This design comes from an exercise in tuning for small area and a short achievable clock period on the open sky130 flow, not from production work.
The RTL was checked by simulation tests, not by an equivalence proof against the original design.
No activity file was given, so power comes from the tool's default toggle rates.

==> flow/design.v <==
module ic_ao3n (
    input  logic a1, b1, a2, b2, a3, b3,
    output logic y
);
    assign y = ~((a1 & b1) | (a2 & b2) | (a3 & b3));
endmodule
module ic_oh32 (
    input  logic [31:0] s,
    input  logic [31:0] d,
    output logic        q
);
    logic [10:0] y;
    for (genvar k = 0; k < 10; k++) begin : g_ao
        ic_ao3n u_ao (.a1(s[3*k]),   .b1(d[3*k]),
                      .a2(s[3*k+1]), .b2(d[3*k+1]),
                      .a3(s[3*k+2]), .b3(d[3*k+2]), .y(y[k]));
    end
    assign y[10] = ~((s[30] & d[30]) | (s[31] & d[31]));
    assign q = ~&y;
endmodule
module ic_ohmux #(parameter int W = 5) (
    input  logic [31:0]     sel,
    input  logic [32*W-1:0] d,
    output logic [W-1:0]    q
);
    for (genvar b = 0; b < W; b++) begin : g_bit
        logic [31:0] col;
        for (genvar i = 0; i < 32; i++) begin : g_col
            assign col[i] = d[W*i + b];
        end
        ic_oh32 u_oh (.s(sel), .d(col), .q(q[b]));
    end
endmodule
module ic_elim_p (
    input  logic [31:0] c,
    input  logic [31:0] p,
    input  logic [31:0] v,
    output logic [31:0] c_out_n
);
    wire [31:0] z   = c & ~(p & v);
    wire        any = |z;
    assign c_out_n = ~(z | (c & {32{~any}}));
endmodule
module ic_elim_n (
    input  logic [31:0] c_n,
    input  logic [31:0] p,
    input  logic [31:0] v,
    output logic [31:0] c_out
);
    wire [31:0] z_n = c_n | (p & v);
    wire        any = ~&z_n;
    assign c_out = ~(z_n & (c_n | {32{any}}));
endmodule
module ic_first_stage (
    input  logic c_n,
    input  logic seen_in,
    output logic first,
    output logic seen_out
);
    assign first    = ~(c_n | seen_in);
    assign seen_out = seen_in | ~c_n;
endmodule
module ic_first (
    input  logic [31:0] c_n,
    output logic [31:0] first
);
    logic [32:0] seen;
    assign seen[0] = 1'b0;
    assign first[0] = ~c_n[0];
    assign seen[1]  = ~c_n[0];
    for (genvar i = 1; i < 32; i++) begin : g_st
        ic_first_stage u_st (.c_n(c_n[i]), .seen_in(seen[i]),
                             .first(first[i]), .seen_out(seen[i+1]));
    end
endmodule
module interrupt_controller (
    input  logic         PCLK,
    input  logic         rstn,
    input  logic         PSEL,
    input  logic         PENABLE,
    input  logic         PWRITE,
    input  logic [4:0]   PADDR,
    input  logic [31:0]  PWDATA,
    output logic [31:0]  PRDATA,
    output logic         PREADY,
    output logic         PSLVERR,
    input  logic [31:0]  IRQ,
    input  logic [4:0]   index,
    output logic [3:0]   INT,
    output logic [4:0]   IRQ_VECTOR
);
logic [31:0] irq_enable;
logic [31:0] irq_disable;
logic [31:0] irq_status;
logic [31:0] irq_type;
logic [31:0] irq_ack;
logic [31:0] irq_f;
logic [31:0] tbl_valid;
logic [4:0]  irq_priority     [31:0];
logic [3:0]  irq_map          [31:0];
logic [4:0]  irq_vector_table [31:0];
wire acc = PSEL & PENABLE;
wire wr  = acc & PWRITE;
wire rd  = acc & ~PWRITE;
wire wr_status = wr & (PADDR == 5'h00);
wire wr_enable = wr & (PADDR == 5'h04);
wire wr_disable= wr & (PADDR == 5'h08);
wire wr_prio   = wr & (PADDR == 5'h0C);
wire wr_ack    = wr & (PADDR == 5'h10);
wire wr_type   = wr & (PADDR == 5'h14);
wire wr_vec    = wr & (PADDR == 5'h18);
wire wr_map    = wr & (PADDR == 5'h1C);
wire wr_tbl    = wr_prio | wr_vec | wr_map;
logic [31:0] idx_oh;
always_comb
    for (int i = 0; i < 32; i++)
        idx_oh[i] = (index == i[4:0]);
always_ff @(posedge PCLK)
    irq_f <= IRQ;
always_ff @(posedge PCLK or negedge rstn)
    if (!rstn)
        irq_status <= 32'b0;
    else if (wr_status)
        irq_status <= irq_status | PWDATA;
    else
        irq_status <= (irq_status | (irq_f & ~irq_disable & irq_enable)) & ~(~irq_type & irq_ack);
always_ff @(posedge PCLK or negedge rstn)
    if (!rstn) begin
        irq_enable  <= 32'b0;
        irq_disable <= 32'b0;
        irq_ack     <= 32'b0;
        irq_type    <= 32'b0;
    end else begin
        if (wr_enable)  irq_enable  <= irq_enable  | PWDATA;
        if (wr_disable) irq_disable <= irq_disable | PWDATA;
        if (wr_ack)     irq_ack     <= irq_ack     | PWDATA;
        if (wr_type)    irq_type    <= PWDATA;
    end
always_ff @(posedge PCLK or negedge rstn)
    if (!rstn)       tbl_valid <= 32'b0;
    else if (wr_tbl) tbl_valid <= tbl_valid | idx_oh;
wire [4:0] d_prio = PWDATA[4:0] & {5{wr_prio}};
wire [4:0] d_vec  = PWDATA[4:0] & {5{wr_vec}};
wire [3:0] d_map  = PWDATA[3:0] & {4{wr_map}};
always_ff @(posedge PCLK)
    for (int i = 0; i < 32; i++) begin
        if (idx_oh[i] & (wr_prio | (wr_tbl & ~tbl_valid[i]))) irq_priority[i]     <= d_prio;
        if (idx_oh[i] & (wr_map  | (wr_tbl & ~tbl_valid[i]))) irq_map[i]          <= d_map;
        if (idx_oh[i] & (wr_vec  | (wr_tbl & ~tbl_valid[i]))) irq_vector_table[i] <= d_vec;
    end
logic [159:0] prio_flat, vec_flat;
logic [127:0] map_flat;
logic [31:0]  prio_bit [0:4];
always_comb
    for (int i = 0; i < 32; i++) begin
        prio_flat[5*i +: 5] = irq_priority[i];
        vec_flat[5*i +: 5]  = irq_vector_table[i];
        map_flat[4*i +: 4]  = irq_map[i];
        for (int b = 0; b < 5; b++)
            prio_bit[b][i] = irq_priority[i][b];
    end
wire [31:0] rd_sel = idx_oh & tbl_valid;
logic [4:0] rd_prio, rd_vec;
logic [3:0] rd_map;
ic_ohmux #(.W(5)) u_rd_prio (.sel(rd_sel), .d(prio_flat), .q(rd_prio));
ic_ohmux #(.W(5)) u_rd_vec  (.sel(rd_sel), .d(vec_flat),  .q(rd_vec));
ic_ohmux #(.W(4)) u_rd_map  (.sel(rd_sel), .d(map_flat),  .q(rd_map));
logic [8:0] rd_word;
always_comb begin
    rd_word[0] = rd & (PADDR == 5'h00);
    rd_word[1] = rd & (PADDR == 5'h04);
    rd_word[2] = rd & (PADDR == 5'h08);
    rd_word[3] = rd & (PADDR == 5'h0C);
    rd_word[4] = rd & (PADDR == 5'h10);
    rd_word[5] = rd & (PADDR == 5'h14);
    rd_word[6] = rd & (PADDR == 5'h18);
    rd_word[7] = rd & (PADDR == 5'h1C);
    rd_word[8] = ~rd;
end
logic [31:0] prdata_d;
for (genvar b = 0; b < 32; b++) begin : g_prdata
    logic [2:0] y;
    ic_ao3n u_ao0 (.a1(rd_word[0]), .b1(irq_status[b]),
                   .a2(rd_word[1]), .b2(irq_enable[b]),
                   .a3(rd_word[2]), .b3(irq_disable[b]), .y(y[0]));
    ic_ao3n u_ao1 (.a1(rd_word[4]), .b1(irq_ack[b]),
                   .a2(rd_word[5]), .b2(irq_type[b]),
                   .a3(rd_word[8]), .b3(PRDATA[b]),      .y(y[1]));
    if (b < 4) begin : g_tbl
        ic_ao3n u_ao2 (.a1(rd_word[3]), .b1(rd_prio[b]),
                       .a2(rd_word[6]), .b2(rd_vec[b]),
                       .a3(rd_word[7]), .b3(rd_map[b]),  .y(y[2]));
    end else if (b == 4) begin : g_tbl4
        assign y[2] = ~((rd_word[3] & rd_prio[b]) | (rd_word[6] & rd_vec[b]));
    end else begin : g_no_tbl
        assign y[2] = 1'b1;
    end
    assign prdata_d[b] = ~&y;
end
always_ff @(posedge PCLK or negedge rstn)
    if (!rstn) PRDATA <= 32'b0;
    else       PRDATA <= prdata_d;
always_ff @(posedge PCLK or negedge rstn)
    if (!rstn)    PREADY <= 1'b0;
    else if (acc) PREADY <= 1'b1;
assign PSLVERR = 1'b0;
logic [31:0] c1_n, c2, c3_n, c4, c5_n;
ic_elim_p u_e4 (.c(irq_status), .p(prio_bit[4]), .v(tbl_valid), .c_out_n(c1_n));
ic_elim_n u_e3 (.c_n(c1_n),     .p(prio_bit[3]), .v(tbl_valid), .c_out(c2));
ic_elim_p u_e2 (.c(c2),         .p(prio_bit[2]), .v(tbl_valid), .c_out_n(c3_n));
ic_elim_n u_e1 (.c_n(c3_n),     .p(prio_bit[1]), .v(tbl_valid), .c_out(c4));
ic_elim_p u_e0 (.c(c4),         .p(prio_bit[0]), .v(tbl_valid), .c_out_n(c5_n));
logic [31:0] first;
ic_first u_first (.c_n(c5_n), .first(first));
wire valid = ~&c5_n[30:0];
wire [31:0] sel_oh = {~valid, first[30:0]};
wire [31:0] vec_pick = sel_oh & tbl_valid;
wire [31:0] map_pick = {first[31] & tbl_valid[31], vec_pick[30:0]};
logic [4:0] vec_sel;
logic [3:0] map_sel;
ic_ohmux #(.W(5)) u_sel_vec (.sel(vec_pick), .d(vec_flat), .q(vec_sel));
ic_ohmux #(.W(4)) u_sel_map (.sel(map_pick), .d(map_flat), .q(map_sel));
always_ff @(posedge PCLK or negedge rstn)
    if (!rstn) INT <= 4'b0000;
    else if (map_sel[3:2] == 2'b00) INT[map_sel[1:0]] <= valid;
always_ff @(posedge PCLK or negedge rstn)
    if (!rstn) IRQ_VECTOR <= 5'b11111;
    else       IRQ_VECTOR <= vec_sel;
endmodule
Settings: LEC_CHECK=0, CAP_MARGIN=20, CORE_MARGIN=2, CORE_UTILIZATION=35, PLACE_DENSITY=0.5, SLEW_MARGIN=20, SYNTH_HIERARCHICAL=1, SYNTH_MINIMUM_KEEP_SIZE=0; clock period 100.0 ns.
standard.sh (not shown) runs the stock make flow with config.mk's settings and CLKGATE_MAP_FILE= SYNTH_SCRIPT=/design/flow/synth_recipe.tcl, a recipe that flattens the netlist after the stock synthesis.
==> flow/flow/run.sh <==
#!/bin/bash
# Standard ORFS flow, with smaller port buffers, a clock tree of larger
# sink clusters without dummy loads, and timing repair asked to leave extra
# setup slack so that IO paths get optimised too.
export BUFFER_PORTS_ARGS="-buffer_cell sky130_fd_sc_hd__buf_2"
export SETUP_SLACK_MARGIN=78
export CTS_ARGS="-sink_clustering_enable -repair_clock_nets -dont_use_dummy_load -buf_list {sky130_fd_sc_hd__clkbuf_4} -sink_clustering_size 10 -sink_clustering_max_diameter 50"
bash standard.sh > standard.log 2>&1
Next try:
--- a/flow/config.mk
+++ b/flow/config.mk
@@ -8,6 +8,6 @@
 export CAP_MARGIN = 20
 export CORE_MARGIN = 2
-export CORE_UTILIZATION = 35
-export PLACE_DENSITY = 0.5
+export CORE_UTILIZATION = 20
+export PLACE_DENSITY = 0.3
 export SLEW_MARGIN = 20
 export SYNTH_HIERARCHICAL = 1
Outcome: The changed run ran to the end with no violations; setup slack gains 0.030 ns; worst hold slack loses 0.0094 ns; final area goes up by 3.9%; routed wire length came out higher by 16%; area after synthesis is unchanged; power grows by 3.5%; non-clock buffer count rose by 12; core utilization falls by 16 points.

==> re-timing with driven ports <==
In the flow no input, the clock included, has a driving cell. The finished layouts below were timed again as built, in two steps. Step 1 sets driving cells, clkbuf_16 on the clock port and buf_2 on the other inputs (assumed; they add their load-dependent delay and slew). Step 2, shift: input delay + t, output delay - t, t = (earliest + latest rising clock arrival at the registers) / 2. This alone moves slack from input paths to output paths. Slacks: no drivers / after step 1 / after step 2; pairs: no drivers / after step 1.
run | t, ns | setup slack, ns | hold slack, ns | worst setup path at the end
the first run | 0.977 | 78.051 / 78.090 / 77.113 | 0.470 / 0.470 / 0.470 | input to register
the second run | 1.102 | 78.081 / 78.117 / 77.026 | 0.460 / 0.460 / 0.460 | input to register
After both steps setup and hold are still met in every run listed. The setup slack of the second run, which loses most, moves by +0.036 ns with the drivers and by -1.055 ns with both steps.
